This is an optimization exercise on Yosys and OpenROAD, whose aim is small area, not a production implementation.
In this exercise RTL edits were held to simulation tests only and were not proved equivalent to the original.
No activity file was given, so power comes from the tool's default toggle rates.

## CPU
module CPU (
    input         clk,
    input         reset,
    output [15:0] imem_addr,
    input  [15:0] imem_data,
    output [15:0] dmem_addr,
    output [15:0] dmem_wdata,
    output        dmem_we,
    output        dmem_re,
    input  [15:0] dmem_rdata,
    output        halt
);
Settings: LEC_CHECK=0, ABC_AREA=1, CAP_MARGIN=20, CORE_MARGIN=2, CORE_UTILIZATION=75, SLEW_MARGIN=20; clock period 35.0 ns.
standard.sh (not shown) runs the stock make flow with config.mk's settings and CLKGATE_MAP_FILE= SYNTH_SCRIPT=/design/flow/synth_recipe.tcl, a recipe that flattens the netlist after the stock synthesis.
==> flow/flow/run.sh <==
#!/bin/bash
# The standard layout (standard.sh), with three changes:
#  1. after the standard synthesis, the combinational logic between the
#     flip-flops is re-mapped by ABC for area (reabc.ys); the flip-flops keep
#     their instances, names and cell types;
#  2. port buffers use the smallest buffer;
#  3. CTS uses small clock buffers in clusters of at most 8 sinks, without
#     dummy loads.
set -euo pipefail
export BUFFER_PORTS_ARGS="-buffer_cell sky130_fd_sc_hd__buf_1"
export CTS_ARGS="-sink_clustering_enable -repair_clock_nets -buf_list sky130_fd_sc_hd__clkbuf_4 -dont_use_dummy_load -sink_clustering_size 8 -sink_clustering_max_diameter 60"
W=$PWD
R=$W/orfs/results/$FLOW_PLATFORM/CPU/base
bash standard.sh $R/1_2_yosys.v > synth.log 2>&1
mkdir -p $W/reabc
cp $R/1_2_yosys.v $W/reabc/1_2_yosys_std.v
cp $W/flow/reabc.ys $W/flow/reabc.abc $W/reabc/
cp $FLOW_HOME/platforms/$FLOW_PLATFORM/lib/sky130_fd_sc_hd__tt_025C_1v80.lib $W/reabc/
(cd $W/reabc && $FLOW_HOME/../tools/install/yosys/bin/yosys -s reabc.ys > $W/reabc.log 2>&1)
cp $W/reabc/1_2_yosys.v $R/1_2_yosys.v
rm -f $W/reabc/sky130_fd_sc_hd__tt_025C_1v80.lib
bash standard.sh > standard.log 2>&1
==> flow/flow/reabc.abc <==
strash
&get -n
&deepsyn -T 40
&put
dch -f
amap -F 50 -A 50 -C 1000
topo
Other scripts of this flow, unchanged in this note and not shown: flow/flow/reabc.ys
The first run completed with no timing, DRC or antenna violations.
Rerun with:
==> flow/flow/reabc.abc (replaced) <==
strash
&get -n
&deepsyn -T 40
&put
dch -f
amap -F 50 -A 50 -C 1000
strash
&get -n
&deepsyn -T 40
&put
dch -f
amap -F 50 -A 50 -C 1000
topo
Settings changed: CORE_UTILIZATION 75 to 60.
Outcome:
- The changed run went through all stages and came out clean
- wire length came out lower by 8.8%
- setup slack loses 21 ps
- final area hardly moves
- clock skew drops by 8.1 ps
- maximum frequency barely changes
- total power goes up by 1.2%
Rerun with:
==> flow/flow/reabc.abc (replaced) <==
strash
&get -n
&deepsyn -T 30
&put
dch -f
amap -F 50 -A 50 -C 1000
strash
&get -n
&deepsyn -T 30
&put
dch -f
amap -F 50 -A 50 -C 1000
strash
&get -n
&deepsyn -T 30
&put
dch -f
amap -F 50 -A 50 -C 1000
topo
After rerunning:
- via count went down by 1.8%
- power went up by 0.55%
- combinational power barely changes
- routed wire length went down by 2.8%
- die area went down by 0.64%
- core utilization went down by 0.26 points
- sequential share of layout area went up by 0.48 points
- final area went down by 0.79%
Rerun with:
==> flow/flow/reabc.abc (replaced) <==
strash
&get -n
&deepsyn -T 40
&put
dch -f
amap -F 50 -A 50 -C 1000
topo
=> Via count is higher by 1.4%. Core utilization is higher by 0.46 points. Design area is higher by 1.1%. Maximum frequency barely changes. Synthesized cell count is higher by 2.7%. Die area is higher by 0.93%. Sequential cell count does not change. Sequential share of layout area is lower by 0.66 points. Cell count is higher by 2.3%. Area after synthesis is higher by 0.96%. First-iteration DRC count is lower by 1.6%.

---

## old
CPU, a different RTL version from the one above (not shown whole).
For scale: ~750 cells after synthesis, about 0.0081 mm2 of cells after synthesis.
Settings: LEC_CHECK=0, ABC_AREA=1, CAP_MARGIN=20, CORE_MARGIN=2, CORE_UTILIZATION=60, GPL_TIMING_DRIVEN=0, SLEW_MARGIN=20; clock period 35.0 ns.
==> flow/flow/reabc.abc <==
strash
&get -n
&deepsyn -T 40
&put
dch -f
amap -F 50 -A 50 -C 1000
topo
Scripts as last shown in full above: flow/flow/run.sh
Other scripts of this flow, unchanged in this note and not shown: flow/flow/reabc.ys
--- input diff old..new ---
# old
export LEC_CHECK = 0
export ABC_AREA = 1
export CAP_MARGIN = 20
export CORE_MARGIN = 2
export CORE_UTILIZATION = 60
export GPL_TIMING_DRIVEN = 0
export SLEW_MARGIN = 20
create_clock -name core_clock -period 35.0 [get_ports {clk}]
# new
export LEC_CHECK = 0
export ABC_AREA = 1
export CAP_MARGIN = 20
export CORE_MARGIN = 2
export CORE_UTILIZATION = 60
export SLEW_MARGIN = 20
create_clock -name core_clock -period 35.0 [get_ports {clk}]
==> flow/flow/reabc.abc <==
strash
&get -n
&deepsyn -T 30
&put
dch -f
amap
topo
--- outcome ---
new: flow completed, timing, DRC and antenna clean. Wire length of new is on par with old. In new the worst-case headroom to the max-slew limit turned out 7.3 points higher than in old. Re global-route track usage on met3: new is 1.8 points up on old. old -> new: flip-flop and latch count delta 0, exact match. Going from old to new, count of clock-buffer cells in the layout down 2.7%, final HPWL from detailed placement went down about 1.5%.

---

Another version of the RTL of CPU (not shown whole).
Size in the first run: roughly 250 flip-flops, ~85 I/O pins, roughly 0.0092 mm² of cells after synthesis.
Settings: LEC_CHECK=0, ABC_AREA=1, CAP_MARGIN=20, CORE_MARGIN=2, CORE_UTILIZATION=60, SLEW_MARGIN=20; clock period 35.0 ns.
run.sh (not shown) runs the stock make flow with config.mk's settings and CLKGATE_MAP_FILE= SYNTH_SCRIPT=/design/flow/synth_recipe.tcl, a recipe that flattens the netlist after the stock synthesis.
Stock flow here: none of the scripts above is used.
Change:
==> flow/flow/run.sh (new file) <==
#!/bin/bash
set -euo pipefail
export BUFFER_PORTS_ARGS="-buffer_cell sky130_fd_sc_hd__buf_1"
export CTS_ARGS="-sink_clustering_enable -repair_clock_nets -buf_list sky130_fd_sc_hd__clkbuf_4 -dont_use_dummy_load"
bash standard.sh > standard.log 2>&1
==> flow/standard.sh (new file) <==
#!/bin/bash
# synth_recipe.tcl (not shown) runs the flow's synth.tcl, then flattens the netlist and writes it again
# the make line also repeats each setting of config.mk as NAME=value (left out here)
make -C /OpenROAD-flow-scripts/flow DESIGN_CONFIG=/design/flow/config.mk WORK_HOME=/design/flow/orfs CLKGATE_MAP_FILE= SYNTH_SCRIPT=/design/flow/synth_recipe.tcl "${@:-finish}"
removed: flow/run.sh
Routed wire length is lower by a few percent.
Sequential share of layout area went up by 4.3 points.
Sequential power hardly moves.
Register-to-register slack got worse by 0.12 ns.
Global-route usage went down by 0.46 points.

-- re-timing with driven ports --
No port has a modelled driver above. Below, the same layouts with a new extraction and two added sets of constraints. Step 1, drivers: a clkbuf_16 drives clk and a buf_2 each remaining input, both assumed. Step 2 times the ports against the registers' clock, not the clock port: input delays grow and output delays shrink by t, the midpoint of the rising clock arrivals with the driver on. a / b / c = no drivers / after step 1 / after step 2; a / b = the first two.
| run | shift t [ns] | setup WS [ns] | slew at the worst register clock pin (ns) | cell pins on the clock port's net |
|---|---|---|---|---|
| the first run of note 1 | 0.589 | 18.888 / 18.846 / 18.846 | 0.11 / 0.11 | 1 |
| the second run of note 1 | 0.617 | 18.868 / 18.837 / 18.837 | 0.11 / 0.11 | 1 |
| the third run of note 1 | 0.639 | 18.973 / 18.944 / 18.944 | 0.11 / 0.11 | 1 |
| the fourth run of note 1 | 0.622 | 18.930 / 18.899 / 18.899 | 0.10 / 0.10 | 1 |
| old | 0.620 | 19.149 / 19.127 / 19.127 | 0.11 / 0.11 | 1 |
| new | 0.617 | 18.886 / 18.865 / 18.865 | 0.11 / 0.11 | 1 |
| the first run of note 3 | 0.561 | 18.641 / 18.663 / 18.102 | 0.07 / 0.07 | 1 |
| the second run of note 3 | 0.668 | 18.625 / 18.637 / 17.969 | 0.07 / 0.07 | 1 |
After both steps every run listed still meets setup and hold. For the second run of note 3, which loses most, drivers alone change the setup slack by +0.012 ns; drivers and shift together by -0.656 ns.
